From an optimization exercise on the open Yosys and OpenROAD flow, aimed at small area, a short achievable clock period and few clock cycles; shortcuts taken in it are not production practice. RTL that was checked went through simulation tests only; none was proved equivalent to the original. Only the layout flow was run in run 1; the RTL was not checked for function there. No activity file was given, so power comes from the tool's default toggle rates.

### design/flow/config.mk
export PLATFORM = sky130hd
export DESIGN_NAME = reuleaux
export DESIGN_NICKNAME = reuleaux
export VERILOG_FILES = /design/flow/design.v
export SDC_FILE = /design/flow/constraint.sdc
export NUM_CORES = 4
export LEC_CHECK = 0
export CAP_MARGIN = 20
export CORE_MARGIN = 2
export CORE_UTILIZATION = 40
export SLEW_MARGIN = 20
### design/flow/constraint.sdc
create_clock -name core_clock -period 10.0 [get_ports {clk}]
set_input_delay 2.0000 -clock core_clock [delete_from_list [all_inputs] [get_ports {clk}]]
set_output_delay 2.0000 -clock core_clock [all_outputs]
set_load 0.01 [all_outputs]
### design/flow/design.v
module circle_control(input logic clk, input logic rst_n, input logic [2:0] colour,
                      input logic [7:0] centre_x, input logic [6:0] centre_y, input logic [7:0] diameter,
                      input logic start, output logic done,
                      output logic [7:0] vga_x, output logic [6:0] vga_y,
                      output logic [2:0] vga_colour, output logic vga_plot);
     function automatic logic [9:0] fadd(input logic [9:0] x, input logic [9:0] y, input logic c);
          logic [9:0] p, g, gg, pp;
          p = x ^ y;
          g = x & y;
          g[0] = g[0] | (p[0] & c);
          pp = p;
          for (int l = 0; l < 4; l++) begin
               for (int i = 9; i >= 0; i--) begin
                    if (((i >> l) & 1) == 1) begin
                         g[i]  = g[i] | (pp[i] & g[((i >> l) << l) - 1]);
                         pp[i] = pp[i] & pp[((i >> l) << l) - 1];
                    end
               end
          end
          fadd[0] = p[0] ^ c;
          for (int i = 1; i < 10; i++) fadd[i] = p[i] ^ g[i - 1];
     endfunction
     function automatic logic fcmp(input logic [7:0] x, input logic [7:0] y, input logic c);
          logic [9:0] s;
          s = fadd({2'b00, x}, {2'b00, ~y}, c);
          fcmp = s[8];
     endfunction
     function automatic logic [18:0] fadd19(input logic [18:0] x, input logic [18:0] y);
          logic [18:0] p, g, pp;
          p = x ^ y;
          g = x & y;
          pp = p;
          for (int l = 0; l < 5; l++) begin
               for (int i = 18; i >= 0; i--) begin
                    if (((i >> l) & 1) == 1) begin
                         g[i]  = g[i] | (pp[i] & g[((i >> l) << l) - 1]);
                         pp[i] = pp[i] & pp[((i >> l) << l) - 1];
                    end
               end
          end
          fadd19[0] = p[0];
          for (int i = 1; i < 19; i++) fadd19[i] = p[i] ^ g[i - 1];
     endfunction
     function automatic logic [37:0] csa19(input logic [18:0] x, input logic [18:0] y, input logic [18:0] z);
          logic [18:0] sm, cy;
          sm = x ^ y ^ z;
          cy = ((x & y) | (x & z) | (y & z)) << 1;
          csa19 = {cy, sm};
     endfunction
     logic start_r, start_rr;
     logic [7:0] d_r, cx_r;
     logic [6:0] cy_r;
     always_ff @(posedge clk) begin
          start_r    <= start;
          start_rr   <= start_r;
          d_r        <= diameter;
          cx_r       <= centre_x;
          cy_r       <= centre_y;
          vga_colour <= colour;
     end
     logic [18:0] dz, m6, m3;
     logic [18:0] s296;
     assign dz   = {11'd0, d_r};
     assign s296 = (dz << 8) + (dz << 5) + (dz << 3);
     assign m6   = s296 + dz + 19'd510;
     assign m3   = (s296 << 2) + dz + 19'd1019;
     logic [6:0] dh_c;                                
     assign dh_c = d_r[7:1] + {6'd0, d_r[0]};
     logic [9:0] x1_c, x2_c;
     assign x1_c = fadd({2'b00, cx_r}, {3'b000, dh_c}, 1'b0);
     assign x2_c = fadd({2'b00, cx_r}, ~{3'b000, dh_c}, 1'b1);
     logic [6:0] k6;
     logic [7:0] k3;
     logic [6:0] dh;       
     assign dh = dh_c;
     logic       d0;       
     logic       d1;       
     logic [8:0] x1;       
     logic [7:0] x2;       
     logic       en2;      
     always_ff @(posedge clk) begin
          k6  <= m6[16:10];
          k3  <= m3[18:11];
          d0  <= (d_r == 8'd0);
          d1  <= (d_r == 8'd1);
          x1  <= x1_c[8:0];
          x2  <= x2_c[7:0];
          en2 <= !x2_c[9] && (cx_r != 8'd0);
     end
     logic [9:0] y1_c, y3_c;
     assign y1_c = fadd({3'b000, cy_r}, {3'b000, k6}, 1'b0);
     assign y3_c = fadd({3'b000, cy_r}, ~{2'b00, k3}, 1'b1);
     logic [7:0] y1;       
     logic [6:0] y3;       
     logic       en3;      
     always_ff @(posedge clk) begin
          y1  <= y1_c[7:0];
          y3  <= y3_c[6:0];
          en3 <= !y3_c[9];
     end
     logic [7:0] ox, oy;
     logic [9:0] crit;      
     logic [8:0] dd;        
     logic [9:0] cx10, y110, y310;
     assign cx10 = {2'b00, cx_r};
     assign y110 = {2'b00, y1};
     assign y310 = {3'b000, y3};
     logic [9:0] ox10, oy10;
     assign ox10 = {2'b00, ox};
     assign oy10 = {2'b00, oy};
     logic [9:0] xa1, xb1, xa2, xb2, x3a, x3b, ya, yb, y3x;
     assign xa1 = fadd({1'b0, x1}, ~ox10, 1'b1);
     assign xb1 = fadd({1'b0, x1}, ~oy10, 1'b1);
     assign xa2 = fadd({2'b00, x2}, ox10, 1'b0);
     assign xb2 = fadd({2'b00, x2}, oy10, 1'b0);
     assign x3a = fadd(d0 ? y110 : cx10, oy10, 1'b0);        
     assign x3b = fadd(cx10, ~oy10, 1'b1);
     assign ya  = fadd(y110, ~oy10, 1'b1);
     assign yb  = fadd(y110, ~ox10, 1'b1);
     assign y3x = fadd(y310, ox10, 1'b0);
     function automatic logic in159(input logic [9:0] v);    
          in159 = !v[9] && (v[8:0] != 9'd0) && (v[8:0] <= 9'd159);
     endfunction
     function automatic logic in119(input logic [9:0] v);    
          in119 = !v[9] && (v[8:0] != 9'd0) && (v[8:0] <= 9'd119);
     endfunction
     logic eq, ax, oxgt, oygt, oyge, oxk;
     assign eq   = (dd == 9'd0);
     assign ax   = (oy == 8'd0);
     assign oxgt = !(d1 || (d0 && ax));
     assign oygt = fcmp(oy, {1'b0, dh}, 1'b0);
     assign oyge = fcmp(oy, {1'b0, dh}, 1'b1);
     logic [9:0] ks, kc, kd;
     assign ks   = y310 ^ ox10 ^ ~y110;
     assign kc   = ((y310 & ox10) | (y310 & ~y110) | (ox10 & ~y110)) << 1;
     assign kd   = fadd(ks, kc, 1'b0);
     assign oxk  = !kd[9];
     logic ya_ok, yb_ok, y3x_ok;
     assign ya_ok  = in119(ya);
     assign yb_ok  = in119(yb);
     assign y3x_ok = en3 && (y3x <= 10'd99) && oxk;
     logic [6:0] cand;
     assign cand[0] = in159(xa1) && oxgt && ya_ok;
     assign cand[1] = in159(xb1) && oygt && yb_ok && !eq;
     assign cand[2] = en2 && (xa2 <= 10'd159) && ya_ok && !(eq && !ax);
     assign cand[3] = en2 && (xb2 <= 10'd159) && oyge && yb_ok && !ax;
     assign cand[4] = (x3a <= 10'd159) && (x3a != 10'd0) && y3x_ok;
     assign cand[5] = in159(x3b) && y3x_ok && !ax;
     assign cand[6] = d0 && !ax && !xa1[9] && (xa1 != 10'd0) && (x3a <= 10'd99);
     logic cpos, lval;
     assign cpos = !crit[9];
     assign lval = dd[8] || eq;                       
     logic [9:0] c1, c2;
     assign c1 = fadd(crit, {1'b0, oy, 1'b1}, 1'b0);                        
     assign c2 = fadd(crit, {dd, 1'b1}, 1'b0);                             
     logic [6:0] cr;        
     logic [7:0] oxc, oyc;
     logic busy;
     logic [6:0] sel;       
     assign sel = cr & ~{cr[5:0] | {cr[4:0], 1'b0} | {cr[3:0], 2'b0} | {cr[2:0], 3'b0} |
                         {cr[1:0], 4'b0} | {cr[0], 5'b0}, 1'b0};
     logic adv;
     assign adv = ((cr & ~sel) == 7'd0);
     logic [7:0] xbase, xoff, ybase, yoff;
     logic xs, ys, uox;
     assign uox   = sel[0] | sel[2] | sel[6];           
     assign xs    = sel[0] | sel[1] | sel[5] | sel[6];
     assign ys    = sel[0] | sel[1] | sel[2] | sel[3];
     assign xbase = ({8{sel[0] | sel[1]}} & x1[7:0]) | ({8{sel[2] | sel[3]}} & x2) |
                    ({8{sel[4] | sel[5] | sel[6]}} & cx_r);
     assign ybase = ys ? y1 : {1'b0, y3};
     assign xoff  = uox ? oxc : oyc;
     assign yoff  = uox ? oyc : oxc;
     logic [9:0] pxs, pys;
     assign pxs = fadd({2'b00, xbase ^ {8{xs}}}, {2'b00, xoff}, 1'b0);
     assign pys = fadd({2'b00, ybase ^ {8{ys}}}, {2'b00, yoff}, 1'b0);
     always_ff @(posedge clk) begin
          if (!start_r) begin
               ox   <= d_r;
               oy   <= 8'd0;
               crit <= 10'd0 - {2'b00, d_r};
               dd   <= 9'd0 - {1'b0, d_r};
          end else if (!start_rr || (busy && adv && lval)) begin
               ox   <= cpos ? ox - 8'd1 : ox;
               oy   <= oy + 8'd1;
               crit <= cpos ? c2 : c1;
               dd   <= (d0 && ax) ? 9'h102 : dd + (cpos ? 9'd2 : 9'd1);
          end
          if (!start_rr) begin
               cr   <= cand;
               oxc  <= ox;
               oyc  <= oy;
               busy <= 1'b1;
          end else if (busy) begin
               if (adv) begin
                    cr   <= cand;
                    oxc  <= ox;
                    oyc  <= oy;
                    busy <= lval;
               end else begin
                    cr <= cr & ~sel;
               end
          end
          vga_x    <= pxs[7:0] ^ {8{xs}};
          vga_y    <= pys[6:0] ^ {7{ys}};
          vga_plot <= rst_n && start && start_rr && busy && (cr != 7'd0);
          if (!rst_n || !start) done <= 1'b0;
          else if (start_rr && busy && adv && !lval) done <= 1'b1;
     end
endmodule
module reuleaux(input logic clk, input logic rst_n, input logic [2:0] colour,
                input logic [7:0] centre_x, input logic [6:0] centre_y, input logic [7:0] diameter,
                input logic start, output logic done,
                output logic [7:0] vga_x, output logic [6:0] vga_y,
                output logic [2:0] vga_colour, output logic vga_plot);
     circle_control u_ctl(.clk(clk), .rst_n(rst_n), .colour(colour), .centre_x(centre_x),
                          .centre_y(centre_y), .diameter(diameter), .start(start), .done(done),
                          .vga_x(vga_x), .vga_y(vga_y), .vga_colour(vga_colour), .vga_plot(vga_plot));
endmodule
### design/flow/flow/run.sh
#!/bin/bash
set -euo pipefail
bash standard.sh finish SETUP_SLACK_MARGIN=6.8 > standard_flow.log 2>&1
### design/flow/standard.sh
#!/bin/bash
# synth_recipe.tcl (not shown) runs the flow's synth.tcl, then flattens the netlist and writes it again
# the make line also repeats each setting of config.mk as NAME=value (left out here)
make -C /OpenROAD-flow-scripts/flow DESIGN_CONFIG=/design/flow/config.mk WORK_HOME=/design/flow/orfs CLKGATE_MAP_FILE= SYNTH_SCRIPT=/design/flow/synth_recipe.tcl "${@:-finish}"
==> flow_metrics.py, run 1 <==
metrics = {
    "floorplan": {
        "core_sq_um": 29800,
        "pin_count": 49,
        "start_util_pct": 40.9,
        "die_y_um": 179,
        "die-area_sq_um": 31900,
        "row_count": 63,
        "dieWidth_um": 179,
    },
    "outcome": {
        "status": "no timing/DRC/antenna violations",
    },
    "sta": {
        "finalSetupTns_ps": 0,
        "rsz0062_at_grt": "true",
        "slew_violations": 0,
        "hold_viol_final": 0,
        "relSlewSlack_pct": 31.3,
        "skew_ps": 11.8,
        "clock.fmax_mhz": 297,
        "worstMarginPinSlew_ps": 1020,
        "final.setup.worst_slack_ps": 6630,
        "final-setup-viol-count": 0,
        "min_period_ps": 3370,
        "finalCritPeriodShare_pct": 33.7,
    },
    "logic_synthesis": {
        "syn_inst": 1236,
        "synth_top_family_by_area": "adder cells",
        "synth_compound_area_share_pct": 13.7,
        "syn_nets": 1504,
        "syn_avg_cell_area_sq_um": 9.86,
        "synth_xor_area_share_pct": 8.41,
        "synth_flop_cell": "dfxtp_1",
        "synthMuxAreaShare_pct": 2.83,
        "synthDominantAreaCellType": "ha_1",
        "yosysUniqueCellTypes": 72,
        "synth.area.top_cells": "ha_1, dfxtp_1, edfxtp_1",
        "synth-warning-count": 1,
        "synthAdderAreaFrac_pct": 28.7,
        "async_reset_ff_share_pct": 0,
        "synth_top_area_share_pct": 18.4,
        "synthSimpleGateAreaFrac_pct": 11.8,
        "seq_area_frac_synth_pct": 29.4,
        "synth.cells.most_frequent": "ha_1, inv_1, dfxtp_1",
        "synth-seq-cells": 154,
        "synth_edf_count": 50,
        "syn-cell-area_sq_um": 12200,
        "synth.most_common_cell": "ha_1",
    },
    "global_routing": {
        "grt-ovfl-total": 0,
        "grt-busiest-layer": "met2",
        "antenna_found_initial": 0,
        "grt_pass1_vias": 9336,
        "use_met3_pct": 2.90,
        "grt_max_degree": 31,
        "grt_use_met1_pct": 27.5,
        "grt_pass1_wl_um": 51000,
        "use_met2_pct": 35.5,
        "grt_usage_pct": 21.3,
    },
    "clocking": {
        "postCtsHoldBufs": 0,
        "cts_tree": "done",
        "clkLatencyLatePin_ps": 440,
        "path_clk_slew_ps": 70,
        "cts_buffer_depth": 2,
        "h-tree-depth": 4,
        "cts.sinks": 154,
        "cts_made_buffers": 17,
        "clockRootBuffer": "clkbuf_16",
    },
    "route": {
        "antenna_left": 0,
        "vias": 9536,
        "drtPass1Iterations": 9,
        "drc": 0,
        "drt-initial-drc-count": 556,
        "wl_per_cell_um": 18.7,
        "viasPerCell": 5.34,
        "wl_um": 33400,
    },
    "run": {
        "drv_cap": 0,
    },
    "setup_path": {
        "worst-setup-path-type": "reg2reg",
        "startpoint": "u_ctl.ox[0]",
        "cp-start-kind": "flip-flop",
        "worst-r2r-setup-slack_ps": 6630,
        "cp-end-kind": "flip-flop",
        "arrival_ps": 3550,
        "crit_required_ps": 10180,
        "r2r-start": "u_ctl.ox[0]",
        "worstPathMaxFanout": 3,
    },
    "pwr": {
        "p_per_area_nw_per_um2": 246,
        "power_mw": 3.73,
        "combPwrFrac_pct": 54.2,
        "p_int_mw": 2.25,
        "p_sw_share_pct": 39.8,
        "p_seq_share_pct": 26.5,
        "ir_drop_mv": 0.144,
        "p_leak_nw": 6.67,
        "power_frac_clock_pct": 19.3,
        "switchingPower_mw": 1.49,
    },
    "placed_design": {
        "pre_cts_ws_ps": 6070,
        "gp_congestion": 0.879,
        "hpwl_um": 24300,
        "port-buffer-count": 48,
    },
    "layout": {
        "area_growth_pct": 24.6,
        "final_net_count": 1650,
        "drive_gt1_share_pct": 20.6,
    },
    "worst_hold_path": {
        "hold_start": "u_ctl.k3[7]",
        "min_path_type": "reg2reg",
    },
}
==> power groups by stage <==
stage / combinational, mW / clock (mW) / sequential (mW)
detailed placement: 1.71 / 0 / 1.00
global route: 2.26 / 0.760 / 1.00
global placement: 1.67 / 0 / 1.00
finish: 2.02 / 0.722 / 0.988
floorplan: 1.32 / 0 / 0.934
CTS: 1.87 / 0.733 / 0.984
==> placed cells by master (no fill, tap or decap), drive strengths merged, types with 50 or more instances in the layout <==
cell type	count
a21oi	56
buf	99
dfxtp	104
edfxtp	50
fa	60
ha	179
inv	143
nand2	61
nor2	69
o21ai	51
xnor2	81
==> logic make-up (layout without fill, tap and decap cells) <==
family          Yosys count  after routing
other cells               0              1
simple gates            274            275
flops                   154            154
mux                      32             32
buf+inv                 166            324
fa+ha+maj               244            244
xor+xnor                117            117
compound gates          249            249
==> per-layer routing <==
layer | share of wire (%) | up-vias
li1 | - | 4638
met5 | 0 | -
met3 | 5.4 | 56
met4 | 3.3 | 0
met2 | 48 | 277
met1 | 44 | 4565
==> flip-flops by register name (all words and copies together), names as in the netlist, 3 cells and up <==
name              count
u_ctl.oy              8
u_ctl.k6              7
u_ctl.x2              8
u_ctl.oxc             8
u_ctl.vga_x           8
u_ctl.d_r             8
u_ctl.ox              8
u_ctl.cx_r            8
u_ctl.dd              9
u_ctl.vga_y           7
u_ctl.vga_colour      3
u_ctl.oyc             8
u_ctl.cy_r            7
u_ctl.k3              8
u_ctl.cr              7
u_ctl.y1              8
u_ctl.y3              7
u_ctl.crit           10
u_ctl.x1              8
==> area by class of cell <==
type | count | area, sq um
fillers | 2719 | 14600
clock inverters | 11 | 193
well taps | 390 | 488
flip-flops and latches | 154 | 3640
inverters | 145 | 573
diodes | 1 | 2.50
repair buffers | 147 | 1230
clock buffers | 21 | 440
multi-input cells | 917 | 8620
==> stage by stage <==
stage                     cells  utilization (%)  hold WS (ps)  area [sq um]
after global routing       1785             51.0           412         15200
after detailed placement   1658             44.3           381         13200
after floorplan            1236                -           349         12300
final                      1786             51.0           400         15200
after global placement     1658             44.3           380         13200
after CTS                  1755             49.2           400         14700
==> worst max-delay path, stage by stage, from the launching register on <==
cell,delay [ps]
edfxtp_1,350
buf_4,120
buf_6,100
ha_4,130
inv_2,40
fa_2,390
a21o_1,170
a21o_1,190
a21oi_2,200
a21oi_2,90
a21oi_2,140
ha_1,150
nand2_1,50
or4_4,420
o41ai_4,440
o41ai_2,130
==> final timing paths <==
path                 end  cells past startpoint
min            u_ctl.en3                      1
max          u_ctl.cr[6]                     15
min reg2reg    u_ctl.en3                      1
max reg2reg  u_ctl.cr[6]                     15
==> timing repair <==
item / in CTS / in global routing
setup buffers: 65 / 29
pin swaps: 51 / 63
resized for setup: 120 / 66
gates cloned: 0 / 1
setup endpoints to repair: 56 / 23
==> run 2: changes to the inputs <==
--- a/design/flow/design.v
+++ b/design/flow/design.v
@@ -49,13 +49,11 @@
      endfunction
      logic start_r, start_rr;
      logic [7:0] d_r, cx_r;
-     logic [6:0] cy_r;
      always_ff @(posedge clk) begin
           start_r    <= start;
           start_rr   <= start_r;
           d_r        <= diameter;
           cx_r       <= centre_x;
-          cy_r       <= centre_y;
           vga_colour <= colour;
      end
      logic [18:0] dz, m6, m3;
@@ -88,8 +86,8 @@
           en2 <= !x2_c[9] && (cx_r != 8'd0);
      end
      logic [9:0] y1_c, y3_c;
-     assign y1_c = fadd({3'b000, cy_r}, {3'b000, k6}, 1'b0);
-     assign y3_c = fadd({3'b000, cy_r}, ~{2'b00, k3}, 1'b1);
+     assign y1_c = fadd({3'b000, centre_y}, {3'b000, k6}, 1'b0);
+     assign y3_c = fadd({3'b000, centre_y}, ~{2'b00, k3}, 1'b1);
      logic [7:0] y1;       
      logic [6:0] y3;       
      logic       en3;      
==> flow_metrics.py, run 2 <==
metrics = {
    "outcome": {
        "status": "no timing/DRC/antenna violations",
    },
    "setup_path": {
        "worstPathMaxFanout": 2,
        "worst-r2r-setup-slack_ps": 6850,
        "slowest_delay_ps": 510,
        "r2r-start": "u_ctl.y1[1]",
        "r2r_end": "u_ctl.cr[4]",
        "cp_top_family": "adder cells",
        "cp-end-kind": "flip-flop",
        "crit_required_ps": 10330,
        "rr_worst_depth": 9,
        "worst-setup-path-type": "in2reg",
        "cp-start-kind": "primary input",
        "arrival_ps": 3500,
        "cpMaxStageDelayCell": "fa_2",
        "cp_num_buf_inv": 4,
        "crit_chain": "buf_8, inv_12, ha_4, fa_2, nor2b_1, o21ai_1, nand2b_1, inv_1, fa_2, inv_1",
    },
    "placed_design": {
        "port-buffer-count": 48,
        "hpwl_um": 23600,
        "gp_congestion": 0.884,
    },
    "worst_hold_path": {
        "hold_start": "u_ctl.k3[7]",
        "holdPathEnd": "u_ctl.en3",
        "holdPathStages": 1,
        "min_path_type": "reg2reg",
    },
    "logic_synthesis": {
        "synth.area.top_cells": "ha_1, dfxtp_1, edfxtp_1",
        "synth-warning-count": 1,
        "synth_edf_count": 50,
        "synth-seq-cells": 147,
        "seq_area_frac_synth_pct": 28.9,
        "synth.cells.most_frequent": "ha_1, inv_1, dfxtp_1",
        "synth_top_area_share_pct": 18.8,
        "yosysUniqueCellTypes": 79,
        "synthDominantAreaCellType": "ha_1",
        "syn_nets": 1476,
        "synth_flop_cell": "dfxtp_1",
        "syn_avg_cell_area_sq_um": 9.86,
        "syn_inst": 1208,
        "syn-cell-area_sq_um": 11900,
        "synth.most_common_cell": "ha_1",
        "async_reset_ff_share_pct": 0,
    },
    "clocking": {
        "clkLatencyLatePin_ps": 440,
        "path_clk_slew_ps": 60,
        "cts.sinks": 147,
        "cts_made_buffers": 17,
        "clockRootBuffer": "clkbuf_16",
        "postCtsHoldBufs": 0,
        "cts_tree": "done",
        "h-tree-depth": 4,
        "cts_buffer_depth": 2,
    },
    "sta": {
        "whs_ps": 386,
        "min_period_ps": 3170,
        "finalSetupTns_ps": 0,
        "slew_violations": 0,
        "relSlewSlack_pct": 42.9,
        "worstMarginPinSlew_ps": 854,
        "final-setup-viol-count": 0,
        "skew_ps": 10.5,
        "hold_viol_final": 0,
        "finalCritPeriodShare_pct": 31.7,
        "rsz0062_at_grt": "true",
        "clock.fmax_mhz": 316,
    },
    "route": {
        "drc": 0,
        "wl_um": 32500,
        "drt-initial-drc-count": 587,
        "vias": 9282,
        "antenna_left": 0,
        "viasPerCell": 5.31,
        "drtPass1Iterations": 5,
        "wl_per_cell_um": 18.6,
    },
    "floorplan": {
        "row_count": 63,
        "pin_count": 49,
        "die-area_sq_um": 31200,
        "core_sq_um": 29500,
        "dieWidth_um": 177,
        "start_util_pct": 40.4,
        "die_y_um": 177,
    },
    "pwr": {
        "power_mw": 3.59,
        "p_seq_share_pct": 26.8,
        "combPwrFrac_pct": 55.5,
        "p_int_mw": 2.13,
        "power_frac_clock_pct": 17.7,
        "p_sw_share_pct": 40.8,
        "p_leak_nw": 6.53,
        "p_per_area_nw_per_um2": 243,
        "switchingPower_mw": 1.47,
        "ir_drop_mv": 0.100,
    },
    "global_routing": {
        "grt_usage_pct": 20.9,
        "grt_pass1_vias": 9047,
        "antenna_found_initial": 0,
        "grt_pass1_wl_um": 49300,
        "grt_max_degree": 32,
        "grt-ovfl-total": 0,
    },
    "layout": {
        "drive_gt1_share_pct": 21.0,
        "area_growth_pct": 24.2,
        "diodes": 0,
        "final_net_count": 1613,
        "layout_common_cells": "ha_1, inv_1, buf_4",
        "largest_reg_flops": 10,
        "layout_commonest_cell": "ha_1",
        "regMostFlops": "u_ctl.crit",
        "top_regs": "u_ctl.crit x10, u_ctl.dd x9, u_ctl.x1 x9",
    },
    "run": {
        "drv_cap": 0,
    },
}
==> run 2: changes by cell type in the layout (fill, tap and decap cells not counted), moves of 6 or more <==
cell,change
nor3_1,-8
o21a_1,-9
nor2_1,-8
inv_1,+9
buf_4,-10
dfxtp_1,-8
nand2b_1,+6
nand2_1,-6
mux2_1,+8
a21o_1,+9
clkinvlp_4,+6
mux2_2,-9
xnor2_1,-6
o21ai_1,+8
==> run 2: how the worst max path moves through the flow <==
stage                 start           to  slack, ps  depth (start not counted)
6_report        centre_y[0]  u_ctl.y3[4]       6830                         10
5_1_grt        u_ctl.d_r[3]  u_ctl.k6[6]       6710                         16
4_1_cts        u_ctl.d_r[1]  u_ctl.k6[6]       6720                         15
3_5_place_dp    centre_y[0]  u_ctl.y3[4]       5770                         10
3_3_place_gp    centre_y[0]  u_ctl.y3[4]       5770                         10
2_1_floorplan   centre_y[0]  u_ctl.y3[5]       6610                          9
==> run 2: logic make-up after synthesis <==
| kind of cell | after synthesis | synth area share, % |
|---|---|---|
| buffers and inverters | 172 | 5.58 |
| adders and majority gates | 243 | 29.2 |
| muxes | 28 | 2.54 |
| xor gates and xnor gates | 116 | 8.53 |
| DFF | 147 | 28.9 |
| AOI/OAI and AO/OA | 260 | 14.7 |
| and+or+nand+nor | 242 | 10.5 |
==> run 2: what timing repair did <==
action                                  4_1_cts  5_1_grt
cloned                                        1        0
endpoints found under the setup margin       65       31
endpoints found under the hold margin         0        0
buffers inserted                             46       37
gates resized for setup                     114       94
pin swaps                                    24       54
==> run 2: through the flow <==
step                      area, sq um  setup WS [ps]  instances  utilization [%]
after floorplan                 12000           6610       1208                -
after global placement          12900           5770       1632             43.8
after detailed placement        12900           5770       1632             43.8
after CTS                       14100           6720       1710             47.9
after global routing            14800           6710       1747             50.2
final                           14800           6830       1747             50.2
==> run 2: cell type report <==
| type | count | area [sq um] |
|---|---|---|
| clock buffer | 24 | 504 |
| clock inverter | 7 | 70.1 |
| fill | 2774 | 14700 |
| inverter | 153 | 616 |
| multi-input combinational | 890 | 8480 |
| sequential | 147 | 3500 |
| tap | 390 | 488 |
| timing repair buffer | 136 | 1130 |
==> run 2: layer usage <==
layer,vias to the layer above,part of all wire [%],track usage (%)
met4,0,2.2,7.06
li1,4490,-,-
met5,-,0,0
met3,48,5.7,3.62
met2,266,46,33.6
met1,4478,46,28.4
==> run 2: power groups by stage <==
stage,clock network [mW],logic [mW],registers (mW)
floorplan,0,1.32,0.911
global placement,0,1.66,0.976
detailed placement,0,1.69,0.977
CTS,0.646,1.85,0.957
global route,0.670,2.25,0.977
finish,0.637,1.99,0.964
Testbench counts of run 2, summed over its fixed seeds: cycles 17,484.
==> run 3: changes to the inputs <==
--- a/design/flow/config.mk
+++ b/design/flow/config.mk
@@ -5,6 +5,7 @@
 export SDC_FILE = /design/flow/constraint.sdc
 export NUM_CORES = 4
 export LEC_CHECK = 0
+export ABC_AREA = 1
 export CAP_MARGIN = 20
 export CORE_MARGIN = 2
 export CORE_UTILIZATION = 40
==> flow_metrics.py, run 3 <==
metrics = {
    "outcome": {
        "status": "no timing/DRC/antenna violations",
    },
    "sta": {
        "skew_ps": 13.0,
        "final.setup.worst_slack_ps": 6900,
        "worstMarginPinSlew_ps": 834,
        "final-setup-viol-count": 0,
        "whs_ps": 404,
        "rsz0062_at_grt": "true",
        "finalCritPeriodShare_pct": 31.0,
        "min_period_ps": 3100,
        "hold_viol_final": 0,
        "relSlewSlack_pct": 44.3,
        "clock.fmax_mhz": 322,
        "finalSetupTns_ps": 0,
        "slew_violations": 0,
    },
    "layout": {
        "final_net_count": 1854,
        "largest_reg_flops": 10,
        "layout_common_cells": "nand2_1, inv_1, ha_1",
        "regMostFlops": "u_ctl.crit",
        "final_util_pct": 47.3,
        "diodes": 0,
        "layout_commonest_cell": "nand2_1",
        "top_regs": "u_ctl.crit x10, u_ctl.dd x9, u_ctl.x1 x9",
        "nFillCells": 2976,
        "area_growth_pct": 17.4,
        "drive_gt1_share_pct": 11.9,
    },
    "setup_path": {
        "rr_worst_depth": 13,
        "crit_chain": "dlygate4sd2_1, ha_4, nand2_1, nor2_2, a211oi_2, fa_2, inv_1",
        "r2r-start": "u_ctl.cr[0]",
        "worst-r2r-setup-slack_ps": 6930,
        "cp_top_family": "adder cells",
        "slowest_delay_ps": 480,
        "arrival_ps": 3480,
        "cp-start-kind": "primary input",
        "crit_required_ps": 10380,
        "cp-end-kind": "flip-flop",
        "worst-setup-path-type": "in2reg",
        "cpMaxStageDelayCell": "fa_2",
        "cp_num_buf_inv": 2,
        "r2r_end": "u_ctl.vga_y[4]",
        "worstPathMaxFanout": 3,
    },
    "pwr": {
        "p_per_area_nw_per_um2": 254,
        "p_leak_nw": 6.97,
        "ir_drop_mv": 0.141,
    },
    "logic_synthesis": {
        "synthDominantAreaCellType": "ha_1",
        "seq_area_frac_synth_pct": 28.1,
        "yosysUniqueCellTypes": 60,
        "synth-warning-count": 1,
        "syn_nets": 1755,
        "synth_compound_area_share_pct": 9.83,
        "syn-cell-area_sq_um": 12300,
        "synthAdderAreaFrac_pct": 28.0,
        "synthSimpleGateAreaFrac_pct": 19.6,
        "synth_top_area_share_pct": 18.3,
        "synth_xor_area_share_pct": 5.79,
        "synth.most_common_cell": "nand2_1",
        "synth_edf_count": 50,
        "syn_inst": 1487,
        "synth-seq-cells": 147,
        "async_reset_ff_share_pct": 0,
        "synth.cells.most_frequent": "nand2_1, inv_1, ha_1",
        "synthMuxAreaShare_pct": 0,
        "synth_top_family_by_area": "adder cells",
        "synth.area.top_cells": "ha_1, dfxtp_1, edfxtp_1",
        "synth_flop_cell": "dfxtp_1",
        "syn_avg_cell_area_sq_um": 8.25,
    },
    "floorplan": {
        "start_util_pct": 40.3,
        "die_y_um": 179,
        "die-area_sq_um": 32100,
        "row_count": 64,
        "dieWidth_um": 179,
        "core_sq_um": 30400,
        "pin_count": 49,
    },
    "clocking": {
        "clockRootBuffer": "clkbuf_16",
        "path_clk_slew_ps": 60,
        "cts_made_buffers": 17,
        "clkLatencyLatePin_ps": 440,
        "cts_tree": "done",
        "cts.sinks": 147,
        "h-tree-depth": 4,
        "cts_buffer_depth": 2,
    },
    "route": {
        "drtPass1Iterations": 5,
        "wl_um": 32400,
        "drt-initial-drc-count": 574,
        "drc": 0,
        "wl_per_cell_um": 16.2,
        "vias": 10100,
        "viasPerCell": 5.07,
        "antenna_left": 0,
    },
    "global_routing": {
        "grt_pass1_wl_um": 51200,
        "grt_usage_pct": 20.8,
        "grt_pass1_vias": 9865,
        "antenna_found_initial": 0,
        "grt_max_degree": 31,
        "grt-ovfl-total": 0,
    },
    "placed_design": {
        "pre_cts_ws_ps": 5920,
        "hpwl_um": 25300,
        "port-buffer-count": 48,
        "gp_congestion": 0.934,
    },
    "worst_hold_path": {
        "holdPathStages": 1,
        "min_path_type": "reg2reg",
        "hold_start": "u_ctl.k3[7]",
        "holdPathEnd": "u_ctl.en3",
    },
    "run": {
        "drv_cap": 0,
    },
}
[run 3: cell types whose count changed after synthesis, sizes merged, moves of 19 or more]
cell,before,now
nand2,55,291
inv,153,255
xnor2,78,30
nor2,59,99
nand3,20,87
a21o,44,7
o21ai,56,75
[run 3: cell families after synthesis]
group | after synthesis
and+or+nand+nor | 543
DFF | 147
adders and majority gates | 239
xor gates and xnor gates | 79
buffers and inverters | 273
AOI/OAI and AO/OA | 206
[run 3: worst max path at each step]
stage	from	endpoint	slack, ps	cells after the start
after global placement	centre_y[0]	u_ctl.y3[4]	5950	8
after CTS	u_ctl.cr[0]	u_ctl.vga_x[5]	6710	14
after detailed placement	centre_y[0]	u_ctl.y3[4]	5920	8
final	centre_y[3]	u_ctl.y3[4]	6900	7
after floorplan	centre_y[0]	u_ctl.y3[5]	6720	7
after global routing	u_ctl.ox[0]	u_ctl.cr[6]	6730	14
[run 3: power by group]
part | total (mW) | switching, mW | leakage [nW] | internal [mW]
logic | 2.03 | 1.13 | 5.32 | 0.900
registers | 0.983 | 0.186 | 1.36 | 0.798
clock network | 0.643 | 0.270 | 0.282 | 0.374
total | 3.66 | 1.59 | 6.97 | 2.07
[run 3: cell type report]
type	instances	area, sq um	area share [%]
clock inverters	10	96.3	0.669
clock buffers	22	487	3.38
repair buffers	95	811	5.63
multi-input cells	1068	8030	55.8
well taps	396	495	3.44
flip-flops and latches	147	3480	24.1
inverters	257	1000	6.94
[run 3: metrics by stage]
step / total power, mW / cells / cell area, sq um
after floorplan: 2.40 / 1487 / 12300
after global placement: 2.82 / 1918 / 13200
after detailed placement: 2.89 / 1918 / 13200
after CTS: 3.56 / 1963 / 14000
after global routing: 4.02 / 1995 / 14400
final: 3.66 / 1995 / 14400
[run 3: repair_timing]
action	in CTS	in global routing
endpoints found under the setup margin	58	32
buffers inserted	13	31
pin swaps	6	15
hold buffers	0	0
gates cloned	0	1
gates resized for setup	55	51
[run 3: routing by layer]
layer	vias to the layer above	GRT usage (%)	share of wire, %
met2	228	34.9	48
met1	4771	27.1	45
met5	-	0	0
met3	69	2.99	4.0
li1	5053	-	-
met4	0	8.03	3.3
==> run 4: changes to the inputs <==
--- a/design/flow/config.mk
+++ b/design/flow/config.mk
@@ -8,5 +8,5 @@
 export ABC_AREA = 1
 export CAP_MARGIN = 20
 export CORE_MARGIN = 2
-export CORE_UTILIZATION = 40
+export CORE_UTILIZATION = 30
 export SLEW_MARGIN = 20
==> flow_metrics.py, run 4 <==
metrics = {
    "route": {
        "drc": 0,
        "drt-initial-drc-count": 775,
        "viasPerCell": 4.77,
        "wl_per_cell_um": 15.3,
        "vias": 10300,
        "drtPass1Iterations": 6,
        "wl_um": 32900,
        "antenna_left": 0,
    },
    "logic_synthesis": {
        "synth.most_common_cell": "nand2_1",
        "synth.area.top_cells": "ha_1, dfxtp_1, edfxtp_1",
        "syn_avg_cell_area_sq_um": 8.25,
        "synth_top_area_share_pct": 18.3,
        "synth_edf_count": 50,
        "synthSimpleGateAreaFrac_pct": 19.6,
        "seq_area_frac_synth_pct": 28.1,
        "synth_compound_area_share_pct": 9.83,
        "syn-cell-area_sq_um": 12300,
        "synthAdderAreaFrac_pct": 28.0,
        "synth_flop_cell": "dfxtp_1",
        "syn_nets": 1755,
        "synth_xor_area_share_pct": 5.79,
        "synth-seq-cells": 147,
        "async_reset_ff_share_pct": 0,
        "synth-warning-count": 1,
        "yosysUniqueCellTypes": 60,
        "synth_top_family_by_area": "adder cells",
        "synth.cells.most_frequent": "nand2_1, inv_1, ha_1",
        "syn_inst": 1487,
        "synthMuxAreaShare_pct": 0,
        "synthDominantAreaCellType": "ha_1",
    },
    "floorplan": {
        "die_y_um": 206,
        "start_util_pct": 30.2,
        "pin_count": 49,
        "die-area_sq_um": 42500,
        "dieWidth_um": 206,
        "core_sq_um": 40600,
        "row_count": 74,
    },
    "layout": {
        "area_growth_pct": 19.8,
        "drive_gt1_share_pct": 13.1,
        "nFillCells": 4124,
        "multi_input_area_sq_um": 8060,
        "register_area_sq_um": 3480,
        "top_regs": "u_ctl.crit x10, u_ctl.dd x9, u_ctl.x1 x9",
        "layout_commonest_cell": "nand2_1",
        "final_net_count": 1874,
        "regMostFlops": "u_ctl.crit",
        "layout_common_cells": "nand2_1, inv_1, ha_1",
        "diodes": 0,
        "largest_reg_flops": 10,
    },
    "sta": {
        "whs_ps": 418,
        "slew_violations": 0,
        "finalSetupTns_ps": 0,
        "final-setup-viol-count": 0,
        "hold_viol_final": 0,
        "final.setup.worst_slack_ps": 6830,
        "rsz0062_at_grt": "true",
        "clock.fmax_mhz": 315,
        "relSlewSlack_pct": 46.3,
        "min_period_ps": 3170,
        "skew_ps": 10.8,
        "worstMarginPinSlew_ps": 804,
        "finalCritPeriodShare_pct": 31.7,
    },
    "global_routing": {
        "grt_pass1_wl_um": 51900,
        "grt_usage_pct": 15.8,
        "grt_pass1_vias": 10000,
        "antenna_found_initial": 0,
        "grt-ovfl-total": 0,
        "grt_max_degree": 25,
    },
    "clocking": {
        "h-tree-depth": 4,
        "path_clk_slew_ps": 70,
        "clkLatencyLatePin_ps": 440,
        "clockRootBuffer": "clkbuf_16",
        "cts_tree": "done",
        "cts_buffer_depth": 2,
        "cts_made_buffers": 17,
        "cts.sinks": 147,
    },
    "setup_path": {
        "cpMaxStageDelayCell": "fa_2",
        "crit_required_ps": 10340,
        "crit_chain": "clkbuf_4, inv_12, ha_4, fa_2, nor2_2, a211oi_2, fa_2, inv_1",
        "cp_num_buf_inv": 3,
        "worstPathMaxFanout": 2,
        "cp_top_family": "adder cells",
        "cp-end-kind": "flip-flop",
        "arrival_ps": 3520,
        "cpMostUsedCell": "fa_2",
        "cp-start-kind": "primary input",
        "slowest_delay_ps": 560,
        "worst-setup-path-type": "in2reg",
    },
    "placed_design": {
        "port-buffer-count": 48,
        "pre_cts_ws_ps": 5900,
        "gp_congestion": 0.940,
        "hpwl_um": 25600,
    },
    "outcome": {
        "status": "no timing/DRC/antenna violations",
    },
    "pwr": {
        "power_mw": 3.73,
        "p_per_area_nw_per_um2": 254,
        "p_leak_nw": 7.07,
        "ir_drop_mv": 0.118,
    },
    "run": {
        "drv_cap": 0,
    },
    "worst_hold_path": {
        "min_path_type": "reg2reg",
    },
}
-- run 4: cell counts after synthesis --
No cell type changed its count.
-- run 4: area by class of cell --
class / instances / area share [%]
Timing Repair Buffer: 114 / 6.45
Clock buffer: 17 / 2.89
Inverter: 257 / 6.80
Tap cell: 532 / 4.53
Clock inverter: 15 / 0.808
Sequential cell: 147 / 23.7
Multi-Input combinational cell: 1069 / 54.8
-- run 4: worst reg2reg max path, stage by stage, from the launching register on --
cell and delay [ps]:
edfxtp_1 430, nor2_4 100, buf_4 180, a21oi_4 260, o21ai_4 140, buf_4 160, o21ai_0 150, ha_1 170
inv_1 50, fa_2 350, inv_1 80, a31o_2 160, inv_1 50, fa_1 400, xnor2_2 150, xor2_1 160
-- run 4: final timing paths --
kind,depth (start not counted),slack [ps],to,from
worst max-delay path,8,6830,u_ctl.y3[4],centre_y[0]
worst min-delay path,1,420,u_ctl.en3,u_ctl.k3[7]
worst max register to register,15,6920,u_ctl.vga_x[5],u_ctl.cr[0]
worst min register to register,1,420,u_ctl.en3,u_ctl.k3[7]
-- run 4: what timing repair did --
action,CTS,global route
endpoints found under the setup margin,59,28
gates resized for setup,58,49
setup buffers,17,46
gates cloned,1,1
hold buffers,0,0
pin swaps,9,15
-- run 4: power by group --
part           switching, mW  total, mW  internal (mW)
registers              0.189      0.987          0.798
clock network          0.284      0.607          0.323
logic                   1.17       2.14          0.966
-- run 4: stage by stage --
| step | area [sq um] | util, % | instances |
|---|---|---|---|
| after floorplan | 12300 | - | 1487 |
| after global placement | 13400 | 33.0 | 2054 |
| after detailed placement | 13400 | 33.0 | 2054 |
| after CTS | 14100 | 34.8 | 2104 |
| after global routing | 14700 | 36.2 | 2151 |
| final | 14700 | 36.2 | 2151 |
-- run 4: cell families (layout without fill, tap and decap cells) --
kind of cell | Yosys count | count (layout)
and+or+nand+nor | 543 | 543
AOI/OAI and AO/OA | 206 | 208
xor gates and xnor gates | 79 | 79
buffers and inverters | 273 | 403
DFF | 147 | 147
adders and majority gates | 239 | 239
-- run 4: layer usage --
| layer | wire, um | global-route usage, % |
|---|---|---|
| met1 | 14500 | 19.8 |
| met5 | 0 | 0 |
| met4 | 1240 | 6.05 |
| met2 | 15400 | 27.3 |
| met3 | 1690 | 2.52 |
==> run 5: changes to the inputs <==
--- a/design/flow/config.mk
+++ b/design/flow/config.mk
@@ -8,5 +8,5 @@
 export ABC_AREA = 1
 export CAP_MARGIN = 20
 export CORE_MARGIN = 2
-export CORE_UTILIZATION = 30
+export CORE_UTILIZATION = 55
 export SLEW_MARGIN = 20
==> flow_metrics.py, run 5 <==
metrics = {
    "sta": {
        "slew_violations": 0,
        "relSlewSlack_pct": 44.8,
        "clock.fmax_mhz": 315,
        "rsz0062_at_grt": "true",
        "final-setup-viol-count": 0,
        "hold_viol_final": 0,
        "skew_ps": 11.6,
        "finalCritPeriodShare_pct": 31.8,
        "min_period_ps": 3180,
        "finalSetupTns_ps": 0,
        "worstMarginPinSlew_ps": 826,
        "final.setup.worst_slack_ps": 6820,
    },
    "layout": {
        "final_net_count": 1852,
        "layout_common_cells": "nand2_1, inv_1, ha_1",
        "final_cell_area_sq_um": 14200,
        "multi_input_area_sq_um": 7970,
        "regMostFlops": "u_ctl.crit",
        "drive_gt1_share_pct": 11.2,
        "largest_reg_flops": 10,
        "register_area_sq_um": 3470,
        "layout_commonest_cell": "nand2_1",
        "top_regs": "u_ctl.crit x10, u_ctl.dd x9, u_ctl.x1 x9",
        "nFillCells": 1895,
        "diodes": 0,
        "area_growth_pct": 15.7,
    },
    "clocking": {
        "h-tree-depth": 4,
        "cts.sinks": 147,
        "cts_made_buffers": 17,
        "cts_tree": "done",
        "cts_buffer_depth": 2,
        "clkLatencyLatePin_ps": 430,
        "path_clk_slew_ps": 60,
        "postCtsHoldBufs": 0,
        "clockRootBuffer": "clkbuf_16",
    },
    "route": {
        "antenna_left": 0,
        "drc": 0,
        "wl_met2_um": 15100,
        "vias": 9988,
        "drtPass1Iterations": 5,
        "drt-initial-drc-count": 548,
        "highest_layer": "met4",
        "wl_per_cell_um": 16.7,
        "met3_length_um": 1660,
        "wl_met1_um": 13700,
        "wl_um": 31400,
        "viasPerCell": 5.32,
    },
    "placed_design": {
        "gp_congestion": 0.895,
        "pre_cts_ws_ps": 5930,
        "port-buffer-count": 48,
        "placed_area_sq_um": 13100,
        "hpwl_um": 24500,
    },
    "setup_path": {
        "worstPathMaxFanout": 2,
        "cpMostUsedCell": "fa_2",
        "cp-start-kind": "primary input",
        "slowest_delay_ps": 520,
        "arrival_ps": 3510,
        "crit_required_ps": 10330,
        "cp-end-kind": "flip-flop",
        "cpMaxStageDelayCell": "fa_2",
        "worst-setup-path-type": "in2reg",
        "rr_worst_depth": 15,
        "crit_chain": "buf_2, inv_12, ha_4, fa_2, nor2_2, a211oi_2, fa_2, inv_1",
        "r2r_end": "u_ctl.vga_x[5]",
        "r2r-start": "u_ctl.cr[2]",
        "worst-r2r-setup-slack_ps": 6880,
    },
    "global_routing": {
        "grt-ovfl-total": 0,
        "grt_max_degree": 25,
        "grt_usage_pct": 27.0,
        "antenna_found_initial": 0,
        "grt_pass1_wl_um": 49200,
        "grt_pass1_vias": 9319,
    },
    "logic_synthesis": {
        "yosysUniqueCellTypes": 60,
        "synth_top_area_share_pct": 18.3,
        "synth.cells.most_frequent": "nand2_1, inv_1, ha_1",
        "syn_avg_cell_area_sq_um": 8.25,
        "synthDominantAreaCellType": "ha_1",
        "syn_inst": 1487,
        "synth.most_common_cell": "nand2_1",
        "async_reset_ff_share_pct": 0,
        "seq_area_frac_synth_pct": 28.1,
        "synth_flop_cell": "dfxtp_1",
        "syn_nets": 1755,
        "synth-warning-count": 1,
        "synth.area.top_cells": "ha_1, dfxtp_1, edfxtp_1",
        "synth_edf_count": 50,
        "synth-seq-cells": 147,
        "syn-cell-area_sq_um": 12300,
    },
    "pwr": {
        "ir_drop_mv": 0.112,
        "p_leak_nw": 6.96,
        "p_per_area_nw_per_um2": 258,
    },
    "floorplan": {
        "pin_count": 49,
        "start_util_pct": 56.1,
        "die_y_um": 153,
        "die-area_sq_um": 23500,
        "dieWidth_um": 153,
        "core_sq_um": 21900,
        "row_count": 54,
    },
    "worst_hold_path": {
        "hold_start": "u_ctl.k3[7]",
        "holdPathStages": 1,
        "holdPathEnd": "u_ctl.en3",
        "min_path_type": "reg2reg",
    },
    "run": {
        "drv_cap": 0,
    },
    "outcome": {
        "status": "no timing/DRC/antenna violations",
    },
}
## run 5: cell counts after synthesis
Identical to the previous run, type by type.
## run 5: timing repair
action                     4_1_cts  5_1_grt
resized for setup               50       44
cloned                           1        0
setup buffers                   11       31
setup endpoints to repair       59       26
pin swaps                        5       10
## run 5: worst max-delay path, delay by kind of cell
family,cells,cell delay (ps)
fa+ha+maj,3,1070
compound gates,1,60
buf+inv,3,260
simple gates,1,110
## run 5: per-layer routing
metal / track usage (%) / up-vias
met4: 9.13 / 0
met2: 45.4 / 242
met1: 35.2 / 4638
met5: 0 / -
li1: - / 5052
met3: 4.76 / 56
## run 5: logic make-up (layout without fill, tap and decap cells)
logic type	Yosys count	in the layout	share of synthesized area [%]
flops	147	147	28.1
xor+xnor	79	79	5.79
compound gates	206	207	9.83
simple gates	543	543	19.6
buf+inv	273	382	8.64
fa+ha+maj	239	239	28.0
## run 5: stage by stage
step | hold WS [ps] | std cells | total power [mW] | util [%]
floorplan | 329 | 1487 | 2.40 | -
global placement | 417 | 1802 | 2.82 | 59.8
detailed placement | 410 | 1802 | 2.87 | 59.8
CTS | 423 | 1846 | 3.57 | 63.1
global route | 427 | 1877 | 4.00 | 64.8
finish | 420 | 1877 | 3.66 | 64.8
## run 5: where the power goes
part | switching (mW) | internal [mW] | total [mW]
combinational | 1.13 | 0.896 | 2.02
clock | 0.267 | 0.394 | 0.660
sequential | 0.185 | 0.798 | 0.983
total | 1.58 | 2.09 | 3.66
## run 5: area by class of cell
cell class              instances  share of cell area (%)
repair buffers                 93                    5.64
flip-flops and latches        147                    24.5
inverters                     257                    7.07
well taps                     280                    2.47
clock buffers                  20                    3.08
multi-input cells            1068                    56.2
clock inverters                12                    1.09
## run 5: worst max-delay path by stage
stage | start | to | slack, ps
after detailed placement | centre_y[0] | u_ctl.y3[5] | 5930
after global placement | centre_y[0] | u_ctl.y3[4] | 5950
final | centre_y[0] | u_ctl.y3[4] | 6820
after CTS | u_ctl.cr[0] | u_ctl.vga_x[5] | 6740
after floorplan | centre_y[0] | u_ctl.y3[5] | 6720
after global routing | u_ctl.cr[2] | u_ctl.vga_x[5] | 6730
==> run 6: changes to the inputs <==
--- a/design/flow/config.mk
+++ b/design/flow/config.mk
@@ -5,8 +5,8 @@
 export SDC_FILE = /design/flow/constraint.sdc
 export NUM_CORES = 4
 export LEC_CHECK = 0
-export ABC_AREA = 1
 export CAP_MARGIN = 20
 export CORE_MARGIN = 2
 export CORE_UTILIZATION = 55
+export PLACE_DENSITY = 0.75
 export SLEW_MARGIN = 20
==> flow_metrics.py, run 6 <==
metrics = {
    "outcome": {
        "status": "no timing/DRC/antenna violations",
    },
    "worst_hold_path": {
        "min_path_type": "reg2reg",
    },
    "layout": {
        "area_growth_pct": 22.4,
        "top_regs": "u_ctl.crit x10, u_ctl.dd x9, u_ctl.x1 x9",
        "layout_common_cells": "ha_1, inv_1, buf_4",
        "largest_reg_flops": 10,
        "fin_cells": 1631,
        "regMostFlops": "u_ctl.crit",
        "layout_commonest_cell": "ha_1",
        "final_net_count": 1610,
        "drive_gt1_share_pct": 20.3,
    },
    "setup_path": {
        "cp-end-kind": "flip-flop",
        "crit_required_ps": 10270,
        "arrival_ps": 3480,
        "crit_chain": "buf_6, buf_6, ha_4, inv_2, fa_2, a21o_1, a21o_1, a211o_1, a21oi_2, o21ba_4, ha_4, nand2_4, nor4_4, a41o_1, nor3_1",
        "cpMaxStageDelayCell": "edfxtp_1",
        "worst-setup-path-type": "reg2reg",
        "slowest_delay_ps": 420,
        "cp-start-kind": "flip-flop",
        "worstPathMaxFanout": 3,
    },
    "sta": {
        "rsz0062_at_grt": "true",
        "final-setup-viol-count": 0,
        "finalCritPeriodShare_pct": 32.0,
        "slew_violations": 0,
        "finalSetupTns_ps": 0,
        "skew_ps": 10.3,
        "clock.fmax_mhz": 312,
        "min_period_ps": 3200,
        "relSlewSlack_pct": 47.4,
        "final.setup.worst_slack_ps": 6800,
        "worstMarginPinSlew_ps": 788,
        "hold_viol_final": 0,
    },
    "logic_synthesis": {
        "synth.most_common_cell": "ha_1",
        "async_reset_ff_share_pct": 0,
        "synth_top_family_by_area": "adder cells",
        "syn-cell-area_sq_um": 11900,
        "synth.cells.most_frequent": "ha_1, inv_1, dfxtp_1",
        "synth.area.top_cells": "ha_1, dfxtp_1, edfxtp_1",
        "yosysUniqueCellTypes": 79,
        "synthDominantAreaCellType": "ha_1",
        "synthSimpleGateAreaFrac_pct": 10.5,
        "synthAdderAreaFrac_pct": 29.2,
        "syn_inst": 1208,
        "synth-warning-count": 1,
        "synth_edf_count": 50,
        "synth-seq-cells": 147,
        "synth_xor_area_share_pct": 8.53,
        "synth_compound_area_share_pct": 14.7,
        "syn_nets": 1476,
        "syn_avg_cell_area_sq_um": 9.86,
        "synthMuxAreaShare_pct": 2.54,
        "synth_flop_cell": "dfxtp_1",
        "seq_area_frac_synth_pct": 28.9,
        "synth_top_area_share_pct": 18.8,
    },
    "clocking": {
        "cts.sinks": 147,
        "cts_buffer_depth": 2,
        "cts_made_buffers": 17,
        "postCtsHoldBufs": 0,
        "cts_tree": "done",
        "clkLatencyLatePin_ps": 440,
        "h-tree-depth": 4,
        "path_clk_slew_ps": 70,
        "clockRootBuffer": "clkbuf_16",
    },
    "route": {
        "drc": 0,
        "drt-initial-drc-count": 716,
        "drtPass1Iterations": 5,
        "wl_um": 32000,
        "vias": 9500,
        "viasPerCell": 5.82,
        "wl_per_cell_um": 19.6,
        "antenna_left": 0,
    },
    "global_routing": {
        "grt_pass1_vias": 9029,
        "grt_pass1_wl_um": 47500,
        "grt_max_degree": 32,
        "grt_usage_pct": 27.8,
        "grt-ovfl-total": 0,
        "antenna_found_initial": 0,
    },
    "placed_design": {
        "port-buffer-count": 48,
        "gp_congestion": 0.994,
        "pre_cts_ws_ps": 5810,
        "hpwl_um": 22600,
        "placed_cells": 1517,
    },
    "run": {
        "drv_cap": 0,
    },
    "pwr": {
        "ir_drop_mv": 0.210,
        "p_leak_nw": 6.54,
        "p_per_area_nw_per_um2": 252,
    },
    "floorplan": {
        "start_util_pct": 56.3,
        "die_y_um": 151,
        "core_sq_um": 21200,
        "die-area_sq_um": 22800,
        "row_count": 53,
        "pin_count": 49,
        "dieWidth_um": 151,
    },
}
==> run 6: cell count changes after synthesis, moves of 11 or more <==
cell | before | now
o21ai_0 | 69 | 47
a21oi_1 | 80 | 60
a21o_1 | 7 | 44
nand3b_1 | 11 | 0
nand2_1 | 281 | 54
nor2b_1 | 0 | 18
nor2_1 | 94 | 58
nand3_1 | 85 | 20
inv_1 | 251 | 153
xnor2_1 | 30 | 78
nand2b_1 | 0 | 15
==> run 6: final cells by class <==
class,count,area (sq um)
diodes,1,2.50
flip-flops and latches,147,3500
clock buffers,19,475
well taps,275,344
repair buffers,133,1130
inverters,153,612
multi-input cells,890,8350
fillers,1515,6590
clock inverters,13,150
==> run 6: logic make-up after synthesis <==
family          count (synthesis)
buf+inv                       172
flops                         147
fa+ha+maj                     243
simple gates                  242
xor+xnor                      116
mux                            28
compound gates                260
==> run 6: timing repair <==
action	4_1_cts	5_1_grt
gates resized for setup	97	93
pin swaps	21	54
endpoints found under the setup margin	65	28
buffers inserted	44	36
cloned	0	1
==> run 6: routing by layer <==
metal  vias up  track usage [%]  routed length, um
li1       4492                -                  -
met1      4546             36.2              13200
met2       384             46.0              15200
met3        78             6.08               2620
met4         0             9.77               1040
met5         -                0                  0
==> run 6: worst paths after layout <==
kind	startpoint	to	slack (ps)	cells past startpoint
hold reg to reg	u_ctl.k3[7]	u_ctl.en3	400	1
setup / recovery	u_ctl.ox[0]	u_ctl.cr[0]	6800	15
hold / removal	u_ctl.k3[7]	u_ctl.en3	400	1
setup reg to reg	u_ctl.ox[0]	u_ctl.cr[0]	6800	15
==> run 6: worst max-delay path, delay by kind of cell (launching register included) <==
| family | cells | cell delay (ps) |
|---|---|---|
| simple gates | 3 | 310 |
| fa+ha+maj | 3 | 700 |
| flops | 1 | 420 |
| buf+inv | 3 | 290 |
| compound gates | 6 | 1320 |
==> run 6: per-stage QoR <==
step	total power [mW]	area, sq um	util [%]	hold WS [ps]
floorplan	2.23	12000	-	358
global placement	2.61	12800	60.3	398
detailed placement	2.68	12800	60.3	397
CTS	3.47	13900	65.8	405
global route	3.94	14600	68.9	441
finish	3.67	14600	68.9	405
==> run 6: where the power goes <==
group | switching [mW] | total (mW) | leakage [nW] | internal, mW
sequential | 0.187 | 0.973 | 1.36 | 0.785
combinational | 1.05 | 2.01 | 4.87 | 0.967
clock | 0.295 | 0.681 | 0.311 | 0.386
total | 1.53 | 3.67 | 6.54 | 2.14
==> run 7: changes to the inputs <==
==> design/flow/flow/run.sh (replaced) <==
#!/bin/bash
set -euo pipefail
bash standard.sh finish SETUP_SLACK_MARGIN=6.5 > standard_flow.log 2>&1
--- a/design/flow/config.mk
+++ b/design/flow/config.mk
@@ -7,6 +7,5 @@
 export LEC_CHECK = 0
 export CAP_MARGIN = 20
 export CORE_MARGIN = 2
-export CORE_UTILIZATION = 55
-export PLACE_DENSITY = 0.75
+export CORE_UTILIZATION = 40
 export SLEW_MARGIN = 20
==> flow_metrics.py, run 7 <==
metrics = {
    "outcome": {
        "status": "no timing/DRC/antenna violations",
    },
    "layout": {
        "drive_gt1_share_pct": 11.4,
        "final_util_pct": 47.1,
        "final_net_count": 1558,
        "regMostFlops": "u_ctl.crit",
        "layout_commonest_cell": "ha_1",
        "top_regs": "u_ctl.crit x10, u_ctl.dd x9, u_ctl.x1 x9",
        "diodes": 0,
        "fin_cells": 1692,
        "area_growth_pct": 16.7,
        "largest_reg_flops": 10,
        "layout_common_cells": "ha_1, inv_1, dfxtp_1",
    },
    "logic_synthesis": {
        "synth_compound_area_share_pct": 14.7,
        "synth-seq-cells": 147,
        "synth_flop_cell": "dfxtp_1",
        "synth_top_family_by_area": "adder cells",
        "yosysUniqueCellTypes": 79,
        "synthSimpleGateAreaFrac_pct": 10.5,
        "synthAdderAreaFrac_pct": 29.2,
        "async_reset_ff_share_pct": 0,
        "syn_nets": 1476,
        "synthMuxAreaShare_pct": 2.54,
        "syn_avg_cell_area_sq_um": 9.86,
        "seq_area_frac_synth_pct": 28.9,
        "synth_xor_area_share_pct": 8.53,
        "synth.most_common_cell": "ha_1",
        "syn_inst": 1208,
        "synth_edf_count": 50,
        "synthDominantAreaCellType": "ha_1",
        "synth.area.top_cells": "ha_1, dfxtp_1, edfxtp_1",
        "synth_top_area_share_pct": 18.8,
        "syn-cell-area_sq_um": 11900,
        "synth-warning-count": 1,
        "synth.cells.most_frequent": "ha_1, inv_1, dfxtp_1",
    },
    "clocking": {
        "clkLatencyLatePin_ps": 450,
        "cts_tree": "done",
        "clockRootBuffer": "clkbuf_16",
        "postCtsHoldBufs": 0,
        "cts.sinks": 147,
        "path_clk_slew_ps": 60,
        "h-tree-depth": 4,
        "cts_buffer_depth": 2,
        "cts_made_buffers": 17,
    },
    "sta": {
        "finalSetupTns_ps": 0,
        "skew_ps": 13.6,
        "hold_viol_final": 0,
        "final-setup-viol-count": 0,
        "final.setup.worst_slack_ps": 6630,
        "relSlewSlack_pct": 43.1,
        "slew_violations": 0,
        "whs_ps": 405,
        "clock.fmax_mhz": 297,
        "rsz0062_at_grt": "true",
        "worstMarginPinSlew_ps": 851,
        "min_period_ps": 3370,
        "finalCritPeriodShare_pct": 33.7,
    },
    "route": {
        "drt-initial-drc-count": 664,
        "vias": 9005,
        "drc": 0,
        "viasPerCell": 5.32,
        "wl_per_cell_um": 18.8,
        "drtPass1Iterations": 5,
        "antenna_left": 0,
        "wl_um": 31800,
    },
    "pwr": {
        "ir_drop_mv": 0.159,
        "p_leak_nw": 6.18,
        "p_per_area_nw_per_um2": 249,
    },
    "floorplan": {
        "die-area_sq_um": 31200,
        "die_y_um": 177,
        "row_count": 63,
        "core_sq_um": 29500,
        "pin_count": 49,
        "start_util_pct": 40.4,
        "dieWidth_um": 177,
    },
    "placed_design": {
        "gp_congestion": 0.959,
        "pre_cts_ws_ps": 5890,
        "port-buffer-count": 48,
        "hpwl_um": 24200,
        "placed_cells": 1632,
    },
    "setup_path": {
        "worst-setup-path-type": "reg2reg",
        "r2r-start": "u_ctl.d0",
        "startpoint": "u_ctl.d0",
        "cp-end-kind": "flip-flop",
        "worstPathMaxFanout": 13,
        "cp-start-kind": "flip-flop",
        "arrival_ps": 3670,
        "crit_required_ps": 10300,
    },
    "global_routing": {
        "grt_usage_pct": 21.1,
        "grt_pass1_vias": 9133,
        "antenna_found_initial": 0,
        "grt_pass1_wl_um": 50200,
        "grt_max_degree": 32,
        "grt-ovfl-total": 0,
    },
    "worst_hold_path": {
        "hold_start": "u_ctl.k3[7]",
        "min_path_type": "reg2reg",
    },
    "run": {
        "drv_cap": 0,
    },
}
-- run 7: area by class of cell --
type                            count  area [sq um]
Multi-Input combinational cell    889          8020
Clock buffer                       21           463
Fill cell                        2809         15600
Sequential cell                   147          3480
Tap cell                          390           488
Clock inverter                     10           121
Timing Repair Buffer               82           732
Inverter                          153           589
-- run 7: cells by family (layout without fill, tap and decap cells) --
logic type,Yosys count,in the layout
flops,147,147
fa+ha+maj,243,243
compound gates,260,260
mux,28,28
buf+inv,172,266
simple gates,242,242
xor+xnor,116,116
-- run 7: worst paths after layout --
check / to / slack, ps / depth (start not counted)
max: u_ctl.cr[4] / 6630 / 9
min reg2reg: u_ctl.en3 / 400 / 1
min: u_ctl.en3 / 400 / 1
max reg2reg: u_ctl.cr[4] / 6630 / 9
-- run 7: layer usage --
| layer | GRT usage [%] | wire (um) | up-vias |
|---|---|---|---|
| li1 | - | - | 4385 |
| met1 | 29.0 | 14800 | 4350 |
| met2 | 34.0 | 14600 | 227 |
| met3 | 3.21 | 1740 | 43 |
| met4 | 7.06 | 592 | 0 |
| met5 | 0 | 0 | - |
-- run 7: power breakdown --
group / switching [mW] / leakage, nW / internal [mW]
logic: 0.961 / 4.53 / 0.871
registers: 0.190 / 1.36 / 0.785
clock network: 0.266 / 0.291 / 0.385
total: 1.42 / 6.18 / 2.04
-- run 7: what timing repair did --
item / in CTS / in global routing
buffers inserted: 10 / 19
hold endpoints to repair: 0 / 0
setup endpoints to repair: 30 / 26
resized for setup: 35 / 41
pin swaps: 6 / 9
-- run 7: worst max-delay path, stage by stage, from the launching register on --
cell and delay, ps:
dfxtp_4 450, mux2_2 370, fa_1 440, a21o_1 220, a311o_1 390, a21o_1 220, a21oi_2 250, xor2_1 250
mux2i_1 440, a32o_1 190
-- run 7: per-stage QoR --
step	instance area [sq um]	power [mW]
floorplan	11900	2.21
finish	13900	3.46
CTS	13600	3.39
detailed placement	12800	2.68
global placement	12800	2.64
global route	13900	3.75
==> run 8: changes to the inputs <==
==> design/flow/flow/run.sh (replaced) <==
#!/bin/bash
set -euo pipefail
bash standard.sh finish SETUP_SLACK_MARGIN=7.0 > standard_flow.log 2>&1
==> flow_metrics.py, run 8 <==
metrics = {
    "sta": {
        "clock.fmax_mhz": 310,
        "finalCritPeriodShare_pct": 32.3,
        "final-setup-viol-count": 0,
        "min_period_ps": 3230,
        "rsz0062_at_grt": "true",
        "final.setup.worst_slack_ps": 6770,
        "hold_viol_final": 0,
        "slew_violations": 0,
        "skew_ps": 12.1,
        "relSlewSlack_pct": 43.3,
        "worstMarginPinSlew_ps": 848,
        "finalSetupTns_ps": 0,
    },
    "worst_hold_path": {
        "holdPathEnd": "u_ctl.en3",
        "min_path_type": "reg2reg",
        "hold_start": "u_ctl.k3[7]",
        "holdPathStages": 1,
    },
    "route": {
        "wl_met1_um": 15300,
        "antenna_left": 0,
        "viasPerCell": 5.32,
        "met3_length_um": 1840,
        "wl_um": 34000,
        "wl_met2_um": 15900,
        "drt-initial-drc-count": 810,
        "wl_per_cell_um": 18.9,
        "drtPass1Iterations": 5,
        "highest_layer": "met4",
        "drc": 0,
        "vias": 9562,
    },
    "pwr": {
        "p_per_area_nw_per_um2": 248,
        "combPwrFrac_pct": 57.9,
        "power_mw": 3.84,
        "switchingPower_mw": 1.56,
        "p_leak_nw": 6.85,
        "p_seq_share_pct": 25.3,
        "p_int_mw": 2.28,
        "p_sw_share_pct": 40.6,
        "ir_drop_mv": 0.135,
        "power_frac_clock_pct": 16.8,
    },
    "logic_synthesis": {
        "syn_inst": 1208,
        "synthDominantAreaCellType": "ha_1",
        "synth_flop_cell": "dfxtp_1",
        "synth-seq-cells": 147,
        "syn-cell-area_sq_um": 11900,
        "synth.area.top_cells": "ha_1, dfxtp_1, edfxtp_1",
        "yosysUniqueCellTypes": 79,
        "synth.most_common_cell": "ha_1",
        "async_reset_ff_share_pct": 0,
        "seq_area_frac_synth_pct": 28.9,
        "synth-warning-count": 1,
        "synth.cells.most_frequent": "ha_1, inv_1, dfxtp_1",
        "syn_avg_cell_area_sq_um": 9.86,
        "synth_edf_count": 50,
        "synth_top_area_share_pct": 18.8,
        "syn_nets": 1476,
    },
    "global_routing": {
        "grt_max_degree": 32,
        "grt_usage_pct": 22.2,
        "antenna_found_initial": 0,
        "grt-ovfl-total": 0,
        "grt_pass1_vias": 9546,
        "grt_pass1_wl_um": 52600,
    },
    "clocking": {
        "cts_buffer_depth": 2,
        "path_clk_slew_ps": 60,
        "clkLatencyLatePin_ps": 420,
        "cts_tree": "done",
        "cts_made_buffers": 17,
        "cts.sinks": 147,
        "h-tree-depth": 4,
        "clockRootBuffer": "clkbuf_16",
        "postCtsHoldBufs": 0,
    },
    "layout": {
        "regMostFlops": "u_ctl.crit",
        "drive_gt1_share_pct": 28.2,
        "final_util_pct": 52.5,
        "final_net_count": 1664,
        "area_growth_pct": 29.9,
        "layout_commonest_cell": "ha_1",
        "largest_reg_flops": 10,
        "final_cell_area_sq_um": 15500,
        "diodes": 0,
        "top_regs": "u_ctl.crit x10, u_ctl.dd x9, u_ctl.x1 x9",
        "layout_common_cells": "ha_1, inv_1, buf_4",
    },
    "setup_path": {
        "worst-r2r-setup-slack_ps": 6810,
        "r2r-start": "u_ctl.d_r[3]",
        "cp-end-kind": "flip-flop",
        "worst-setup-path-type": "in2reg",
        "worstPathMaxFanout": 2,
        "cp-start-kind": "primary input",
        "arrival_ps": 3550,
        "rr_worst_depth": 19,
        "crit_required_ps": 10320,
        "r2r_end": "u_ctl.k3[0]",
    },
    "placed_design": {
        "hpwl_um": 24200,
        "pre_cts_ws_ps": 5780,
        "placed_area_sq_um": 13100,
        "gp_congestion": 0.902,
        "port-buffer-count": 48,
    },
    "run": {
        "drv_cap": 0,
    },
    "floorplan": {
        "dieWidth_um": 177,
        "die-area_sq_um": 31200,
        "row_count": 63,
        "pin_count": 49,
        "start_util_pct": 40.4,
        "core_sq_um": 29500,
        "die_y_um": 177,
    },
    "outcome": {
        "status": "no timing/DRC/antenna violations",
    },
}
run 8: cell counts after synthesis:
No cell type changed its count.
run 8: kinds of logic after synthesis:
logic type / after synthesis / share of synthesized area (%)
compound gates: 260 / 14.7
simple gates: 242 / 10.5
flops: 147 / 28.9
buf+inv: 172 / 5.58
xor+xnor: 116 / 8.53
mux: 28 / 2.54
fa+ha+maj: 243 / 29.2
run 8: layout make-up:
type | count | area, sq um
clock buffers | 24 | 515
clock inverters | 8 | 70.1
fillers | 2622 | 14000
inverters | 153 | 618
multi-input cells | 890 | 8710
flip-flops and latches | 147 | 3490
well taps | 390 | 488
repair buffers | 187 | 1580
run 8: critical path, stage by stage:
cell and delay [ps]:
buf_12 90, inv_12 30, ha_4 140, fa_2 360
nor2b_2 130, o21ai_1 60, nand2b_1 100, inv_2 50
fa_2 560, inv_2 30
run 8: layer usage:
layer	vias up	track usage [%]
met5	-	0
met4	0	7.13
met3	50	3.62
met2	283	36.6
met1	4654	29.6
li1	4575	-
run 8: how the worst max path moves through the flow:
stage	start	end	cells past startpoint
5_1_grt	centre_y[0]	u_ctl.y3[4]	10
4_1_cts	centre_y[0]	u_ctl.y3[4]	10
3_5_place_dp	centre_y[0]	u_ctl.y3[5]	10
2_1_floorplan	centre_y[0]	u_ctl.y3[5]	9
3_3_place_gp	centre_y[0]	u_ctl.y3[4]	10
6_report	centre_y[0]	u_ctl.y3[4]	10
run 8: per-stage QoR:
stage,hold slack [ps],cells
after global placement,393,1632
after global routing,424,1799
final,423,1799
after floorplan,358,1208
after detailed placement,410,1632
after CTS,419,1756
run 8: power groups by stage:
stage	Combinational [mW]	Sequential [mW]	Clock [mW]
2_1_floorplan	1.37	0.914	0
3_3_place_gp	1.71	0.985	0
3_5_place_dp	1.76	0.984	0
4_1_cts	2.06	0.959	0.653
5_1_grt	2.48	0.980	0.679
6_report	2.22	0.969	0.646
run 8: timing repair:
action,4_1_cts,5_1_grt
cloned,1,0
endpoints found under the setup margin,81,57
setup buffers,91,43
pin swaps,68,72
gates resized for setup,180,94

separate check: timing with driven ports:
The flow's constraints put no driver on any port. The routed layouts listed below were extracted and timed again, unchanged, in two steps. Step 1 assumes that a clkbuf_16 drives the clock port and a buf_2 every other input. Step 2, shift: input delay + t, output delay - t, t = (earliest + latest rising clock arrival at the registers) / 2. This alone moves slack from input paths to output paths. a / b / c = ideal ports / drivers / drivers and shift; a / b = the first two.
run	shift t [ns]	slack for setup (ns)
run 1	0.481	6.629 / 6.629 / 6.629
run 2	0.478	6.833 / 6.832 / 6.354
run 3	0.480	6.897 / 6.921 / 6.441
run 4	0.484	6.829 / 6.856 / 6.372
run 5	0.475	6.822 / 6.849 / 6.374
run 6	0.484	6.797 / 6.797 / 6.364
run 7	0.490	6.631 / 6.631 / 6.274
run 8	0.468	6.770 / 6.757 / 6.289
After both steps every run listed still meets setup and hold.
